This is an optimization exercise on Yosys and OpenROAD, whose aim is small area, a short achievable clock period and few clock cycles, not a production implementation. At most, simulation tests tie the RTL to the original design; equivalence was not proved. The flow treats the clock pin as an ideal source. Dropping or thinning the clock tree relies on that and would not hold on a real chip.

==> flow/design.v <==
module HT_TOP(
    clk,
    rst_n,
    in_valid,
    in_weight,
    out_mode,
    out_valid,
    out_code
);
input clk, rst_n, in_valid, out_mode;
input [2:0] in_weight;
output out_valid, out_code;
integer i;
reg       iv_r;
reg [2:0] w_in;
reg       mode;
reg [3:0] s;
reg [2:0] ci;
reg       inbody;
reg       ov_r, oc_r;
reg [2:0] w0, w1, w2, w3;
reg [3:0] w4, w5, w6;
reg [4:0] w7;
wire [4:0] w [0:7];
assign w[0] = {2'b0, w0};
assign w[1] = {2'b0, w1};
assign w[2] = {2'b0, w2};
assign w[3] = {2'b0, w3};
assign w[4] = {1'b0, w4};
assign w[5] = {1'b0, w5};
assign w[6] = {1'b0, w6};
assign w[7] = w7;
reg [2:0] pos [0:4];
reg [6:0] c   [0:4];
wire in_ph  = (s[3] == 1'b0) & iv_r;
wire mg_ph  = (s[3] == 1'b1) & (s != 4'd14) & (s != 4'd15);
wire out_ph = (s == 4'd14);
wire upd    = in_ph | mg_ph;
wire [2:0] k = s[2:0];
reg  [4:0] xr;
wire [4:0] x = s[3] ? xr : {2'b0, w_in};
reg [8:0] lt;
always @(*) begin
    for (i = 0; i < 8; i = i + 1) begin
        if (!s[3]) lt[i] = (i + s < 8) | (w[i] < x);
        else       lt[i] = (i + 6 < s) | (w[i] < x);
    end
    lt[8] = 1'b0;
end
wire [2:0] p;
assign p[2] = lt[4];
assign p[1] = lt[6] | (lt[2] & ~lt[4]);
assign p[0] = lt[7] | (lt[5] & ~lt[6]) | (lt[3] & ~lt[4]) | (lt[1] & ~lt[2]);
reg [4:0] wm, wm1;
reg       ltm1;
always @(*) begin
    case (s)
        4'd8:  begin wm = w[2]; wm1 = w[3]; ltm1 = lt[3]; end
        4'd9:  begin wm = w[3]; wm1 = w[4]; ltm1 = lt[4]; end
        4'd10: begin wm = w[4]; wm1 = w[5]; ltm1 = lt[5]; end
        4'd11: begin wm = w[5]; wm1 = w[6]; ltm1 = lt[6]; end
        4'd12: begin wm = w[6]; wm1 = w[7]; ltm1 = lt[7]; end
        default: begin wm = w[1]; wm1 = w[2]; ltm1 = lt[2]; end
    endcase
end
wire [4:0] sa = wm + wm1;
wire [4:0] sb = wm + x;
wire [4:0] xr_nxt = ltm1 ? sa : sb;
reg [2:0] arr [0:4];
always @(*) begin
    arr[0] = 3'd4;
    arr[1] = mode ? 3'd2 : 3'd5;
    arr[2] = mode ? 3'd5 : 3'd6;
    arr[3] = mode ? 3'd0 : 3'd7;
    arr[4] = mode ? 3'd1 : 3'd3;
end
reg [2:0] npos [0:4];
reg       rem  [0:4];
always @(*) begin
    for (i = 0; i < 5; i = i + 1) begin
        rem[i] = mg_ph & (pos[i] <= k + 3'd1);
        if ((in_ph & (s[2:0] == arr[i])) | rem[i]) npos[i] = p;
        else if (pos[i] <= p) npos[i] = pos[i] - 3'd1;
        else npos[i] = pos[i];
    end
end
wire [6:0] cc   = c[ci];
wire       root_nxt = ~pos[ci + 3'd1][0];
wire       last = inbody ? (cc[6:1] == 6'd1) : (cc == 7'd1);
always @(posedge clk or negedge rst_n) begin
    if (!rst_n) begin
        iv_r <= 1'b0;
        s    <= 4'd0;
        ov_r <= 1'b0;
        oc_r <= 1'b0;
    end else begin
        iv_r <= in_valid;
        if (upd) s <= s + 4'd1;
        if (mg_ph && k == 3'd5) begin
            ov_r <= 1'b1;
            oc_r <= ~npos[0][0];
        end else if (out_ph) begin
            if (last) begin
                if (ci == 3'd4) begin
                    s    <= 4'd0;
                    ov_r <= 1'b0;
                    oc_r <= 1'b0;
                end else
                    oc_r <= root_nxt;
            end else
                oc_r <= inbody ? cc[1] : cc[0];
        end
    end
end
always @(posedge clk) begin
    w_in <= in_weight;
    if (upd) xr <= xr_nxt;
    if (in_valid & ~iv_r) mode <= out_mode;
    if (mg_ph && k == 3'd5) begin
        ci     <= 3'd0;
        inbody <= 1'b0;
    end else if (out_ph) begin
        if (last) begin
            ci     <= ci + 3'd1;
            inbody <= 1'b0;
        end else
            inbody <= 1'b1;
    end
    if (upd) begin
        w0 <= lt[1] ? w[1][2:0] : (lt[0] ? x[2:0] : w0);
        w1 <= lt[2] ? w[2][2:0] : (lt[1] ? x[2:0] : w1);
        w2 <= lt[3] ? w[3][2:0] : (lt[2] ? x[2:0] : w2);
        w3 <= lt[4] ? w[4][2:0] : (lt[3] ? x[2:0] : w3);
        w4 <= lt[5] ? w[5][3:0] : (lt[4] ? x[3:0] : w4);
        w5 <= lt[6] ? w[6][3:0] : (lt[5] ? x[3:0] : w5);
        w6 <= lt[7] ? w[7][3:0] : (lt[6] ? x[3:0] : w6);
        w7 <= lt[7] ? x : w7;
    end
    for (i = 0; i < 5; i = i + 1) begin
        if (upd) pos[i] <= npos[i];
        if (in_ph) c[i] <= 7'd1;
        else if (rem[i]) c[i] <= {c[i][5:0], pos[i] == k};
        else if (out_ph && inbody && !last && ci == i) c[i] <= c[i] >> 1;
    end
end
assign out_valid = ov_r;
assign out_code  = oc_r;
endmodule
export LEC_CHECK = 0
export CAP_MARGIN = 20
export CELL_PAD_IN_SITES_DETAIL_PLACEMENT = 2
export CELL_PAD_IN_SITES_GLOBAL_PLACEMENT = 2
export CORE_MARGIN = 2
export CORE_UTILIZATION = 25
export PLACE_DENSITY = 0.3
export SLEW_MARGIN = 20
create_clock -name core_clock -period 20.0 [get_ports {clk}]
run.sh (not shown) runs the stock make flow with config.mk's settings and CLKGATE_MAP_FILE= SYNTH_SCRIPT=/design/flow/synth_recipe.tcl, a recipe that flattens the netlist after the stock synthesis.
Next try:
--- a/flow/design.v
+++ b/flow/design.v
@@ -38,6 +38,18 @@
 wire upd    = in_ph | mg_ph;
 wire [2:0] k = s[2:0];
-reg  [4:0] xr;
-wire [4:0] x = s[3] ? xr : {2'b0, w_in};
+reg [4:0] x;
+always @(*) begin
+    if (!s[3]) x = {2'b0, w_in};
+    else begin
+        case (k)
+            3'd0: x = w[0] + w[1];
+            3'd1: x = w[1] + w[2];
+            3'd2: x = w[2] + w[3];
+            3'd3: x = w[3] + w[4];
+            3'd4: x = w[4] + w[5];
+            default: x = w[5] + w[6];
+        endcase
+    end
+end
 reg [8:0] lt;
 always @(*) begin
@@ -52,19 +64,4 @@
 assign p[1] = lt[6] | (lt[2] & ~lt[4]);
 assign p[0] = lt[7] | (lt[5] & ~lt[6]) | (lt[3] & ~lt[4]) | (lt[1] & ~lt[2]);
-reg [4:0] wm, wm1;
-reg       ltm1;
-always @(*) begin
-    case (s)
-        4'd8:  begin wm = w[2]; wm1 = w[3]; ltm1 = lt[3]; end
-        4'd9:  begin wm = w[3]; wm1 = w[4]; ltm1 = lt[4]; end
-        4'd10: begin wm = w[4]; wm1 = w[5]; ltm1 = lt[5]; end
-        4'd11: begin wm = w[5]; wm1 = w[6]; ltm1 = lt[6]; end
-        4'd12: begin wm = w[6]; wm1 = w[7]; ltm1 = lt[7]; end
-        default: begin wm = w[1]; wm1 = w[2]; ltm1 = lt[2]; end
-    endcase
-end
-wire [4:0] sa = wm + wm1;
-wire [4:0] sb = wm + x;
-wire [4:0] xr_nxt = ltm1 ? sa : sb;
 reg [2:0] arr [0:4];
 always @(*) begin
@@ -115,5 +112,4 @@
 always @(posedge clk) begin
     w_in <= in_weight;
-    if (upd) xr <= xr_nxt;
     if (in_valid & ~iv_r) mode <= out_mode;
     if (mg_ph && k == 3'd5) begin
Worst setup slack got worse by 2.8 ns.
Routed wire length increases by 0.32%.
Final cell count decreases by 0.57%.
Synthesized cell count decreases by 0.99%.
Global-route usage increases by 0.14 points.
No functional check of the RTL was part of any run of this note.

---

Setup of the baseline:
Another version of the RTL of HT_TOP (not shown whole).
Size: roughly 89 flip-flops, ~0.0055 mm^2 of cells after synthesis.
==> module HT_TOP, before the edit <==
module HT_TOP(
    clk,
    rst_n,
    in_valid,
    in_weight,
    out_mode,
    out_valid,
    out_code
);
input clk, rst_n, in_valid, out_mode;
input [2:0] in_weight;
output out_valid, out_code;
integer i;
function lt5;
    input [4:0] a, b;
    integer n;
    reg r;
    begin
        r = 1'b0;
        for (n = 0; n < 5; n = n + 1)
            r = (~a[n] & b[n]) | ((~a[n] | b[n]) & r);
        lt5 = r;
    end
endfunction
function le3;
    input [2:0] a, b;
    integer n;
    reg r;
    begin
        r = 1'b1;
        for (n = 0; n < 3; n = n + 1)
            r = (~a[n] & b[n]) | ((~a[n] | b[n]) & r);
        le3 = r;
    end
endfunction
reg       mode;
reg [3:0] s;
reg       inbody;
reg       ov_r, oc_r;
reg [2:0] w1, w2, w3;
reg [3:0] w4, w5, w6;
reg [4:0] w7;
wire [4:0] w [1:7];
assign w[1] = {2'b0, w1};
assign w[2] = {2'b0, w2};
assign w[3] = {2'b0, w3};
assign w[4] = {1'b0, w4};
assign w[5] = {1'b0, w5};
assign w[6] = {1'b0, w6};
assign w[7] = w7;
reg [2:0] pos [0:4];
reg [6:0] c   [0:4];
wire in_ph  = (s != 4'd0) & ((~s[3]) | (s == 4'd8));
wire mg_ph  = s[3] & (s != 4'd8) & (s != 4'd15);
wire out_ph = (s == 4'd15);
wire upd    = in_ph | mg_ph;
wire last_m = (s == 4'd14);
reg [7:0] force_lo;
reg [5:0] kh;
always @(*) begin
    case (s)
        4'd2:  force_lo = 8'b0111_1111;
        4'd3:  force_lo = 8'b0011_1111;
        4'd4:  force_lo = 8'b0001_1111;
        4'd5:  force_lo = 8'b0000_1111;
        4'd6:  force_lo = 8'b0000_0111;
        4'd7:  force_lo = 8'b0000_0011;
        4'd8:  force_lo = 8'b0000_0001;
        4'd9:  force_lo = 8'b0000_0011;
        4'd10: force_lo = 8'b0000_0111;
        4'd11: force_lo = 8'b0000_1111;
        4'd12: force_lo = 8'b0001_1111;
        4'd13: force_lo = 8'b0011_1111;
        4'd14: force_lo = 8'b0111_1111;
        default: force_lo = 8'b1111_1111;
    endcase
    case (s)
        4'd9:  kh = 6'b000001;
        4'd10: kh = 6'b000010;
        4'd11: kh = 6'b000100;
        4'd12: kh = 6'b001000;
        4'd13: kh = 6'b010000;
        4'd14: kh = 6'b100000;
        default: kh = 6'b000000;
    endcase
end
reg  [4:0] xr;
wire [4:0] x = xr;
reg [8:0] lt;
always @(*) begin
    lt[0] = 1'b1;
    for (i = 1; i < 8; i = i + 1)
        lt[i] = force_lo[i] | lt5(w[i], x);
    lt[8] = 1'b0;
end
wire [2:0] p;
assign p[2] = lt[4];
assign p[1] = lt[6] | (lt[2] & ~lt[4]);
assign p[0] = lt[7] | (lt[5] & ~lt[6]) | (lt[3] & ~lt[4]) | (lt[1] & ~lt[2]);
reg [4:0] wm, wm1;
reg       ltm1;
always @(*) begin
    case (s)
        4'd9:  begin wm = w[2]; wm1 = w[3]; ltm1 = lt[3]; end
        4'd10: begin wm = w[3]; wm1 = w[4]; ltm1 = lt[4]; end
        4'd11: begin wm = w[4]; wm1 = w[5]; ltm1 = lt[5]; end
        4'd12: begin wm = w[5]; wm1 = w[6]; ltm1 = lt[6]; end
        4'd13: begin wm = w[6]; wm1 = w[7]; ltm1 = lt[7]; end
        default: begin wm = w[1]; wm1 = w[2]; ltm1 = lt[2]; end
    endcase
end
wire [4:0] xr_nxt = wm + (ltm1 ? wm1 : x);
wire [4:0] newc;
assign newc[0] = in_ph & (s == 4'd5);
assign newc[1] = in_ph & (s == (mode ? 4'd3 : 4'd6));
assign newc[2] = in_ph & (s == (mode ? 4'd6 : 4'd7));
assign newc[3] = in_ph & (s == (mode ? 4'd1 : 4'd8));
assign newc[4] = in_ph & (s == (mode ? 4'd2 : 4'd4));
reg [2:0] pdec [0:4];
reg [2:0] npos [0:4];
reg       rem  [0:4];
reg       bit0 [0:4];
always @(*) begin
    for (i = 0; i < 5; i = i + 1) begin
        case (pos[i])
            3'd0: pdec[i] = 3'd7;
            3'd1: pdec[i] = 3'd0;
            3'd2: pdec[i] = 3'd1;
            3'd3: pdec[i] = 3'd2;
            3'd4: pdec[i] = 3'd3;
            3'd5: pdec[i] = 3'd4;
            3'd6: pdec[i] = 3'd5;
            default: pdec[i] = 3'd6;
        endcase
        rem[i]  = mg_ph & le3(pos[i], s[2:0]);    
        bit0[i] = pos[i][0] ^ s[0];      
        if (newc[i] | rem[i]) npos[i] = p;
        else if (le3(pos[i], p)) npos[i] = pdec[i];
        else npos[i] = pos[i];
    end
end
wire cur_done = inbody ? (c[0][6:1] == 6'd1) : (c[0] == 7'd1);
wire rot      = out_ph & cur_done;
reg [6:0] cn [0:4];
reg       shr0, hold;
always @(*) begin
    shr0 = out_ph & inbody & ~cur_done;
    for (i = 0; i < 5; i = i + 1) begin
        hold = ~in_ph & ~rem[i] & ~rot & ~(i == 0 && shr0);
        cn[i] = ({6'd0, in_ph})
              | ({7{rem[i]}} & {c[i][5:0], bit0[i]})
              | ({7{rot & (i < 4)}} & c[(i < 4) ? i + 1 : 4])
              | ({7{(i == 0) & shr0}} & {1'b0, c[i][6:1]})
              | ({7{hold}} & c[i]);
    end
end
always @(posedge clk or negedge rst_n) begin
    if (!rst_n) begin
        s    <= 4'd0;
        ov_r <= 1'b0;
        oc_r <= 1'b0;
    end else begin
        if (s == 4'd0) begin
            if (in_valid) s <= 4'd1;
        end else if (!out_ph)
            s <= s + 4'd1;
        ov_r <= 1'b0;
        oc_r <= 1'b0;
        if (last_m) begin
            ov_r <= 1'b1;
            oc_r <= ~npos[0][0];
        end else if (out_ph) begin
            if (cur_done) begin
                if (c[1] == 7'd0)
                    s <= 4'd0;
                else begin
                    ov_r <= 1'b1;
                    oc_r <= ~pos[1][0];
                end
            end else begin
                ov_r <= 1'b1;
                oc_r <= inbody ? c[0][1] : c[0][0];
            end
        end
    end
end
always @(posedge clk) begin
    if (in_valid & (s == 4'd0)) mode <= out_mode;
    xr <= in_valid ? {2'b0, in_weight} : xr_nxt;
    if (last_m | rot) inbody <= 1'b0;
    else if (out_ph) inbody <= 1'b1;
    w1 <= lt[2] ? w[2][2:0] : (lt[1] ? x[2:0] : w1);
    w2 <= lt[3] ? w[3][2:0] : (lt[2] ? x[2:0] : w2);
    w3 <= lt[4] ? w[4][2:0] : (lt[3] ? x[2:0] : w3);
    w4 <= lt[5] ? w[5][3:0] : (lt[4] ? x[3:0] : w4);
    w5 <= lt[6] ? w[6][3:0] : (lt[5] ? x[3:0] : w5);
    w6 <= lt[7] ? w[7][3:0] : (lt[6] ? x[3:0] : w6);
    w7 <= lt[7] ? x : w7;
    for (i = 0; i < 5; i = i + 1) begin
        if (upd) pos[i] <= npos[i];
        else if (rot && i < 4) pos[i][0] <= pos[i + 1][0];
        c[i] <= cn[i];
    end
end
assign out_valid = ov_r;
assign out_code  = oc_r;
endmodule
clock: 20.0 ns
lec_check: 0
abc_area: 1
cap_margin: 20
cell_pad_in_sites_detail_placement: 2
cell_pad_in_sites_global_placement: 2
core_margin: 2
core_utilization: 35
place_density: 0.5
slew_margin: 20
standard.sh (not shown) runs the stock make flow with config.mk's settings and CLKGATE_MAP_FILE= SYNTH_SCRIPT=/design/flow/synth_recipe.tcl, a recipe that flattens the netlist after the stock synthesis.
==> flow/flow/run.sh <==
#!/bin/bash
# The standard layout (the standard.sh, unchanged synthesis), with a
# faster buffer on the ports than the one buffer_ports picks by default,
# and a single-level clock tree in place of TritonCTS's two levels
# (flow/cts_post.tcl, run at the end of the CTS step).
set -euo pipefail
export BUFFER_PORTS_ARGS="-buffer_cell sky130_fd_sc_hd__buf_4"
export POST_CTS_TCL="$(pwd)/flow/cts_post.tcl"
bash standard.sh > standard_flow.log 2>&1
Other scripts of this flow, unchanged in this note and not shown: flow/flow/cts_post.tcl
The following lists how the candidate was set up differently from the baseline:
--- a/flow/design.v
+++ b/flow/design.v
@@ -162,27 +162,23 @@
     end else begin
         if (s == 4'd0) begin
             if (in_valid) s <= 4'd1;
         end else if (!out_ph)
             s <= s + 4'd1;
-        ov_r <= 1'b0;
-        oc_r <= 1'b0;
         if (last_m) begin
             ov_r <= 1'b1;
             oc_r <= ~npos[0][0];
         end else if (out_ph) begin
             if (cur_done) begin
-                if (c[1] == 7'd0)
-                    s <= 4'd0;
-                else begin
-                    ov_r <= 1'b1;
+                if (c[1] == 7'd0) begin
+                    s    <= 4'd0;
+                    ov_r <= 1'b0;
+                    oc_r <= 1'b0;
+                end else
                     oc_r <= ~pos[1][0];
-                end
-            end else begin
-                ov_r <= 1'b1;
+            end else
                 oc_r <= inbody ? c[0][1] : c[0][0];
-            end
         end
     end
 end
 always @(posedge clk) begin
     if (in_valid & (s == 4'd0)) mode <= out_mode;
==> run notes <==
- Summary of the candidate over the baseline: clock period minus worst slack now sits lower; wire length of the first global-routing pass dropped 1.3%; width of the die barely changed; share of the cycle needed by the critical path after routing essentially unchanged; placed cell count stayed essentially flat.
- Comparing the candidate with the baseline, the register-to-register slack came out essentially unchanged.
- There was hardly any difference in area after synthesis between the baseline and the candidate.
- Measured against each other, the baseline and the candidate differ in multi-input gate share of total cell area, the higher figure coming from the candidate.
- Re number of instances in the synthesized netlist: the baseline and the candidate aren't equal, and the lower value belongs to the baseline.
- Diff the baseline -> the candidate: total global-route track usage now smaller; number of nets produced by synthesis now larger; worst path buffer plus inverter count now smaller.
- Global placement routability congestion, the baseline and the candidate: smaller value in the candidate
Testbench counts of the candidate, summed over its fixed seeds: cycles 38,938.
For the baseline, only the layout was checked, not whether the RTL still works. No run of this note takes its clock network from TritonCTS; it comes from the design's own scripts or RTL.

## static timing again, ports no longer ideal
In the flow no input, the clock included, has a driving cell. The finished layouts below were timed again as built, in two steps.
Step 1 assumes that a clkbuf_16 drives the clock port and a buf_2 every other input.
Step 2, shift: input delay + t, output delay - t, t = (earliest + latest rising clock arrival at the registers) / 2. This alone moves slack from input paths to output paths.
a / b / c = ideal ports / drivers / drivers and shift; a / b = the first two.
| run | t (ns) | slack for setup (ns) | slew at the worst register clock pin (ns) | worst slew at a driven data input, ns |
|---|---|---|---|---|
| the first run of note 1 | 0.401 | 14.713 / 14.667 / 15.068 | 0.07 / 0.07 | 0.06 |
| the second run of note 1 | 0.396 | 11.915 / 11.915 / 11.915 | 0.08 / 0.08 | 0.03 |
| the baseline | 0.244 | 15.292 / 15.254 / 15.108 | 0.10 / 0.10 | 0.05 |
| the candidate | 0.245 | 15.299 / 15.211 / 15.199 | 0.10 / 0.10 | 0.04 |
After both steps every run listed still meets setup and hold. The setup slack of the baseline, which loses most, moves by -0.038 ns with the drivers and by -0.184 ns with both steps.
